Context: an optimization exercise on an open-source flow, tuned for small area. The choices shown serve that exercise and are no tape-out recipe. Only simulation tests tie the RTL to the original design; equivalence was not proved. Power figures rest on the tool's default switching activity, not on a simulated workload.

File: design/flow/config.mk
export PLATFORM = sky130hd
export DESIGN_NAME = top
export DESIGN_NICKNAME = top
export VERILOG_FILES = /design/flow/design.v
export SDC_FILE = /design/flow/constraint.sdc
export NUM_CORES = 4
export LEC_CHECK = 0
export CAP_MARGIN = 20
export CORE_MARGIN = 2
export CORE_UTILIZATION = 40
export SLEW_MARGIN = 20
File: design/flow/constraint.sdc
create_clock -name core_clock -period 40.0 [get_ports {fastclk}]
set_input_delay 8.0000 -clock core_clock [delete_from_list [all_inputs] [get_ports {fastclk}]]
set_output_delay 8.0000 -clock core_clock [all_outputs]
set_load 0.01 [all_outputs]
File: design/flow/design.v
module pwm_led(
    input  wire        clk,
    input  wire        rstn,
    output wire        rst,      
    input  wire [15:0] dval,     
    input  wire        init,     
    input  wire        run,      
    input  wire        upd,      
    output wire        dec,      
    output wire [3:0]  leds
);
    reg [14:0] pwm;
    reg pe;
    reg on;
    assign rst = !rstn || !on;
    wire pwm_end = (pwm == 15'd24999);
    always @(posedge clk) begin
        if (!rstn) begin
            on <= 1'b0;
            {pe, pwm} <= 16'd1;
        end else if (!on) begin
            {pe, pwm} <= {pe, pwm} + 16'd1;
            if ({pe, pwm} == 16'hFFFF) on <= 1'b1;
        end else
            pwm <= pwm_end ? 15'd0 : pwm + 15'd1;
    end
    reg [2:0]  lvl_w;
    reg [14:0] p_w;
    reg [9:0]  r_w;
    reg [15:0] d;
    wire active = run && (dval > 16'd50) && !lvl_w[2];
    wire c = (r_w >= 10'd704);
    wire [14:0] pp = p_w + 15'd105 + {14'd0, c};
    wire w = (pp >= 15'd24999);
    always @(posedge clk) begin
        if (init) begin
            lvl_w <= 3'd0;
            p_w <= 15'd0;
            r_w <= 10'd475;
        end else if (active) begin
            r_w <= c ? r_w - 10'd704 : r_w + 10'd246;
            p_w <= w ? pp - 15'd24999 : pp;
            lvl_w <= lvl_w + {2'd0, w};
        end
    end
    assign dec = active;
    reg rst_d;
    reg [2:0]  lvl;
    reg [14:0] p;
    always @(posedge clk) begin
        rst_d <= rst;
        if (rst_d) begin
            lvl <= 3'd0;
            p <= 15'd0;
        end else if (upd) begin
            lvl <= lvl_w;
            p <= p_w;
        end
    end
    wire full = !pwm_end;
    wire part = (pwm < p);
    assign leds[0] = (lvl > 3'd0) ? full : (lvl == 3'd0) & part;
    assign leds[1] = (lvl > 3'd1) ? full : (lvl == 3'd1) & part;
    assign leds[2] = (lvl > 3'd2) ? full : (lvl == 3'd2) & part;
    assign leds[3] = (lvl > 3'd3) ? full : (lvl == 3'd3) & part;
endmodule
module top(
    input wire fastclk,  
    input wire rstn,
    input wire sda_in,   
    output reg sda_t,    
    output reg scl_t,    
    output wire [3:0] led
);
    localparam [3:0]
        S_IDLE = 4'd0, S_START = 4'd1, S_TXP = 4'd2, S_TXH = 4'd3, S_TXA = 4'd4,
        S_STOP = 4'd5, S_REP = 4'd6, S_RXP = 4'd7, S_RXH = 4'd8, S_RXA = 4'd9,
        S_DONE = 4'd10;
    localparam [1:0] T_W00 = 2'd0, T_R13 = 2'd1, T_R1E = 2'd3, T_W0B = 2'd2;
    wire rst, dec;             
    reg [3:0] state;
    reg [6:0] cnt;        
    reg [8:0] gap;        
    reg [2:0] bitidx;
    reg [1:0] pos;        
    reg [1:0] txn;
    reg [15:0] sh;        
    wire is_rd = txn[0];
    wire c0   = (cnt == 7'd0);
    wire c31  = (cnt == 7'd31);
    wire c62  = (cnt == 7'd62);
    wire c124 = (cnt == 7'd124);
    reg [7:0] txb;
    always @* begin
        case (pos)
            2'd0: txb = 8'h52;
            2'd1: case (txn)
                      T_W00: txb = 8'h00;
                      T_R13: txb = 8'h13;
                      T_R1E: txb = 8'h1E;
                      default: txb = 8'h0B;
                  endcase
            default: txb = is_rd ? 8'h53 : 8'h01;
        endcase
    end
    wire ack2 = (txn == T_R1E) && (pos == 2'd2);  
    always @(posedge fastclk) begin
        if (rst) begin
            state <= S_IDLE;
            cnt <= 7'd0;
            gap <= 9'd0;
            bitidx <= 3'd7;
            pos <= 2'd0;
            txn <= T_W00;
            sda_t <= 1'b1;
            scl_t <= 1'b1;
            sh <= 16'd0;
        end else begin
            cnt <= c124 ? 7'd0 : cnt + 7'd1;
            case (state)
                S_IDLE, S_DONE: begin
                    if (c0) begin
                        if (gap != 9'd500) gap <= gap + 9'd1;
                        else begin
                            gap <= 9'd0;
                            pos <= 2'd0;
                            bitidx <= 3'd7;
                            if (state == S_IDLE) begin
                                state <= S_START;
                                cnt <= 7'd0;
                            end else state <= S_IDLE;
                        end
                    end
                end
                S_START: begin
                    if (c0) sda_t <= 1'b0;
                    if (c124) state <= S_TXP;
                end
                S_TXP: begin
                    if (c0) begin
                        scl_t <= 1'b0;
                        sda_t <= txb[bitidx];
                    end
                    if (c124) state <= S_TXH;
                end
                S_TXH, S_RXH: begin
                    if (c0) scl_t <= 1'b1;
                    if (c62 && state == S_RXH) sh <= {sh[14:0], sda_in};
                    if (c124) begin
                        scl_t <= 1'b0;
                        bitidx <= bitidx - 3'd1;
                        if (bitidx == 3'd0) state <= (state == S_TXH) ? S_TXA : S_RXA;
                        else state <= (state == S_TXH) ? S_TXP : S_RXP;
                    end
                end
                S_TXA, S_RXA: begin
                    if (c0) sda_t <= (state == S_RXA) ? !ack2 : 1'b1;
                    if (c31) scl_t <= 1'b1;
                    if (c124) begin
                        scl_t <= 1'b0;
                        bitidx <= 3'd7;
                        if (state == S_RXA) begin
                            if (ack2) begin
                                pos <= 2'd3;
                                state <= S_RXP;
                            end else state <= S_STOP;
                        end else if (pos == 2'd0) begin
                            pos <= 2'd1;
                            state <= S_TXP;
                        end else if (pos == 2'd1) begin
                            if (is_rd) state <= S_STOP;
                            else begin
                                pos <= 2'd2;
                                state <= S_TXP;
                            end
                        end else begin
                            state <= is_rd ? S_RXP : S_STOP;
                        end
                    end
                end
                S_STOP: begin
                    if (c0) begin
                        scl_t <= 1'b1;
                        sda_t <= 1'b0;
                    end
                    if (c31) begin
                        sda_t <= 1'b1;
                        cnt <= 7'd0;
                        if (pos == 2'd1) begin
                            pos <= 2'd2;
                            gap <= 9'd25;
                            state <= S_REP;
                        end else begin
                            state <= S_DONE;
                            case (txn)
                                T_W00: txn <= T_R13;
                                T_R13: if (sh[7:0] != 8'd0) txn <= T_R1E;
                                T_R1E: txn <= T_W0B;
                                default: txn <= T_W00;
                            endcase
                        end
                    end
                end
                S_REP: begin
                    if (cnt == 7'd25) begin
                        sda_t <= 1'b0;
                        cnt <= 7'd0;
                        bitidx <= 3'd7;
                        state <= S_TXP;
                    end
                end
                S_RXP: begin
                    if (c0) sda_t <= 1'b1;
                    if (c124) state <= S_RXH;
                end
                default: state <= S_IDLE;
            endcase
            if (dec) sh <= sh - 16'd1;
        end
    end
    wire upd = (state == S_DONE) && (txn == T_W00) && (cnt == 7'd1) && (gap == 9'd1) &&
               (sh != 16'h0014);
    pwm_led u_bar (
        .clk   (fastclk),
        .rstn  (rstn),
        .rst   (rst),
        .dval  (sh),
        .init  (txn == T_R1E),
        .run   (txn == T_W0B),
        .upd   (upd),
        .dec   (dec),
        .leds  (led)
    );
endmodule
File: design/flow/run.sh
#!/bin/bash
# synth_recipe.tcl (not shown) runs the flow's synth.tcl, then flattens the netlist and writes it again
# the make line also repeats each setting of config.mk as NAME=value (left out here)
make -C /OpenROAD-flow-scripts/flow DESIGN_CONFIG=/design/flow/config.mk WORK_HOME=/design/flow/orfs CLKGATE_MAP_FILE= SYNTH_SCRIPT=/design/flow/synth_recipe.tcl finish
==> parameters.txt <==
Parameter                              Value

Global route
  First-pass GRT wire length    27.83 mm
  Overall Global Routing Usage    0.1842
  Via count of the first global-routing pass    5732
  GR Overflow Total    0
  Initial antenna violation count    0
  Pin count of the biggest net entering global routing    41

Placed design
  Half-perimeter wire length after detailed placement    11.47 mm
  DP Worst Slack    29.08 ns
  Placed cell areas    0.007222 mm2
  I/O Buffers    8
  Placed cell count    1096
  GPL Wtd Cong    0.8471

Drt
  Routed wire length per instance    14.59 um
  Number of iterations in the first detailed-routing pass    5
  Number of design rule violations left after detail routing    0
  Final ANT Viol Nets    0
  Post-Route WL    16.21 mm
  Vias    6219
  Routed via count divided by cell count    5.598
  DRC marker count from the first detailed-route iteration    377

Timing
  Final clock skew    0.008493 ns
  Final worst-path cycle share    0.2775
  Max-slew violation count    0
  Worst setup slack after layout    28.90 ns
  Setup repair after global routing missed its margin    no
  Hold Fails Final Rpt    0
  Setup Viol. Count Final    0
  Accumulated negative setup slack    0 ns
  Least-Margin Pin Slew    0.8892 ns
  Crit path time final    11.10 ns
  Highest clock rate    90.08 MHz
  Worst max-slew margin expressed relative to the limit    0.4027

Flow run
  Max-cap check violation count    0

Worst setup path
  Critical path class    reg2out
  Max FO, Critical Path    3
  Worst endpoint data arrival time    3.10 ns
  R2R Setup Slk    35.75 ns
  Critical Path Sink Type    output pin
  Data required time at the worst endpoint    32.00 ns
  Sort of element at the start of the critical path    flop

Power
  Sequential share of power    0.555
  Maximum VDD drop    0.02782 mV
  Internal power contribution    0.0001515 W
  Clock network fraction of design power    0.425
  Sw Ratio    0.2237
  Power density over the cells    26.09 mW/mm2
  Fraction of power consumed by combinational cells    0.020
  Static power due to leakage    2.665 nW
  Power dissipated by switching net loads    0.00004365 W

Clock tree
  Clock buffer count from CTS    9
  Clock transition time at the flip-flop clock pins of the worst setup and hold paths    0.07 ns
  Clock Sink Count    108
  Clock tree from TritonCTS    yes
  CTS-repair resized insts    0
  Maximum buffer depth of the clock tree    2
  CTS root buffer    sky130_fd_sc_hd__clkbuf_16
  H-tree depth reported by CTS    3
  Clk Latency, worst-skew pair    0.36 ns
  # Post-CTS Setup Buffers    0
  Number of buffers added to fix hold violations after cts    0

Synth
  Main synth FF type    sky130_fd_sc_hd__dfxtp_1
  Post-synth design cell area    0.007004 mm2
  Flip-flop and latch count after synthesis    108
  Leading post-synthesis cells by cell area    sky130_fd_sc_hd__dfxtp_1, sky130_fd_sc_hd__ha_1, sky130_fd_sc_hd__nor2_1
  Number of synthesized flops with an enable pin    0
  Post-Synthesis Cells    903
  Cell type contributing the most total cell area after synthesis    sky130_fd_sc_hd__dfxtp_1
  Fraction of the yosys area taken by sequential cells    0.3087
  Area share of the leading cell type in the synthesized netlist    0.3087
  Distinct cell type count after synthesis    79
  Net count after synthesis    949
  Post-synthesis area per instance    7.757 um2
  Proportion of register bits with asynchronous set or reset after synthesis    0
  Warnings from Yosys    2

Layout
  Proportion of layout cells with a drive suffix above 1    0.05079
  Synth-to-Final Area Change    6.806%
  Commonest cells after routing, fill and taps aside    sky130_fd_sc_hd__nor2_1, sky130_fd_sc_hd__dfxtp_1, sky130_fd_sc_hd__nand2_1, sky130_fd_sc_hd__a21oi_1, sky130_fd_sc_hd__o21ai_0
  Final nets    928
  Area of all placed cells without fillers    0.007481 mm2
  Antenna fix cells    0
  Non-filler instance count after layout    1111
  Most common cell after layout, fill and taps aside    sky130_fd_sc_hd__nor2_1
  Number of filler instances in the final layout    1719

Worst hold path
  Min-delay worst type    reg2reg

Die
  Full die area    0.01858 mm2
  Vertical die dimension    136.3 um
  Number of top-level pins    9
  Number of placement rows    48
  Horizontal die dimension    136.3 um
  Placeable core region    0.01724 mm2
  Starting utilization of the core area    0.4064

Run status
  Result of the run  timing/DRC/antenna clean
## cell families after synthesis
family                     after synthesis  synth area share
and+or+nand+nor                        360            0.2531
xor gates and xnor gates                37           0.04627
AOI/OAI and AO/OA                      237            0.2197
buffers and inverters                   87           0.04984
muxes                                   30           0.04412
DFF                                    108            0.3087
adders and majority gates               44           0.07824
## final cells by class
cell class,instances,area (um2),share of cell area
clock buffer,10,229.0,0.03061
clock inverter,5,30.03,0.004014
inverter,42,157.7,0.02107
multi-input combinational,708,4503,0.6019
sequential,108,2162,0.2890
tap,225,281.5,0.03763
timing repair buffer,13,117.6,0.01572
## flip-flops by register name, summed over array words and instances (netlist names), 2 cells and up
register,count
cnt,7
u_bar.p,15
txn,2
gap,9
pos,2
state,4
sh,16
u_bar.pwm,15
u_bar.p_w,15
u_bar.r_w,9
u_bar.lvl,3
u_bar.lvl_w,3
bitidx,3
## worst paths after layout
check | cells past startpoint | startpoint | end
hold reg to reg | 2 | u_bar.lvl_w[0]$_SDFFE_PN0P_ | u_bar.lvl_w[0]$_SDFFE_PN0P_
setup / recovery | 10 | u_bar.p[1]$_SDFFE_PP0P_ | led[3]
hold / removal | 2 | u_bar.lvl_w[0]$_SDFFE_PN0P_ | u_bar.lvl_w[0]$_SDFFE_PN0P_
setup reg to reg | 13 | u_bar.r_w[7]$_SDFFE_PN1P_ | u_bar.p_w[4]$_SDFFE_PN0P_
## power by group through the flow
stage | logic [W] | registers, W | clock network [W]
floorplan | 0.00000256 | 0.000111 | 0
global placement | 0.00000376 | 0.000111 | 0
detailed placement | 0.00000384 | 0.000111 | 0
CTS | 0.00000386 | 0.000108 | 0.0000866
global route | 0.00000448 | 0.000108 | 0.0000903
finish | 0.00000383 | 0.000108 | 0.0000830
## per-stage QoR
| step | hold slack [ns] | power [W] | util |
|---|---|---|---|
| 2_1_floorplan | 0.4435 | 0.0001132 | - |
| 3_3_place_gp | 0.4664 | 0.0001145 | 0.4190 |
| 3_5_place_dp | 0.4780 | 0.0001147 | 0.4190 |
| 4_1_cts | 0.4872 | 0.0001987 | 0.4340 |
| 5_1_grt | 0.4915 | 0.0002032 | 0.4340 |
| 6_report | 0.4872 | 0.0001951 | 0.4340 |
## Yosys cell counts, types with 19 or more instances
library cell	number
sky130_fd_sc_hd__nor2_1	111
sky130_fd_sc_hd__dfxtp_1	108
sky130_fd_sc_hd__nand2_1	74
sky130_fd_sc_hd__a21oi_1	67
sky130_fd_sc_hd__o21ai_0	67
sky130_fd_sc_hd__ha_1	43
sky130_fd_sc_hd__inv_1	39
sky130_fd_sc_hd__clkbuf_1	31
sky130_fd_sc_hd__nor3_1	31
sky130_fd_sc_hd__nand3_1	27
sky130_fd_sc_hd__mux2i_1	23
sky130_fd_sc_hd__xor2_1	19
## metal layers
| metal | GRT usage | share of wire |
|---|---|---|
| met1 | 0.2478 | 0.49 |
| met3 | 0.03281 | 0.038 |
| met5 | 0 | 0 |
| met2 | 0.3012 | 0.46 |
| met4 | 0.05382 | 0.010 |
## worst max-delay path: stages (launching register included)
cell,delay [ns]
sky130_fd_sc_hd__dfxtp_1,0.33
sky130_fd_sc_hd__inv_1,0.04
sky130_fd_sc_hd__ha_1,0.28
sky130_fd_sc_hd__a21o_1,0.17
sky130_fd_sc_hd__a21o_1,0.18
sky130_fd_sc_hd__a21o_1,0.16
sky130_fd_sc_hd__a21o_1,0.17
sky130_fd_sc_hd__a211oi_1,0.33
sky130_fd_sc_hd__o21ai_0,0.24
sky130_fd_sc_hd__o31ai_1,0.27
sky130_fd_sc_hd__clkdlybuf4s50_1,0.57

## afterwards: timing with drivers on the ports
The flow's constraints put no driver on any port. The routed layout listed below was extracted and timed again, unchanged, in two steps.
Step 1 (the two cells are an assumption about what drives the block):
set clk [get_ports {fastclk}]
set_driving_cell -lib_cell sky130_fd_sc_hd__clkbuf_16 $clk
set_driving_cell -lib_cell sky130_fd_sc_hd__buf_2 [delete_from_list [all_inputs] $clk]
Step 2, shift: input delay + t, output delay - t, t = (earliest + latest rising clock arrival at the registers) / 2. This alone moves slack from input paths to output paths.
Slacks: ideal ports / drivers / drivers and shift; pairs: ideal ports / drivers.
t, ns: 0.397
setup WS [ns]: 28.899 / 28.858 / 29.146
hold WS [ns]: 0.487 / 0.487 / 0.487
worst data-port slew with drivers (ns): 0.03
After both steps this run still meets setup and hold. The setup slack of this run moves by -0.041 ns with the drivers and by +0.247 ns with both steps.
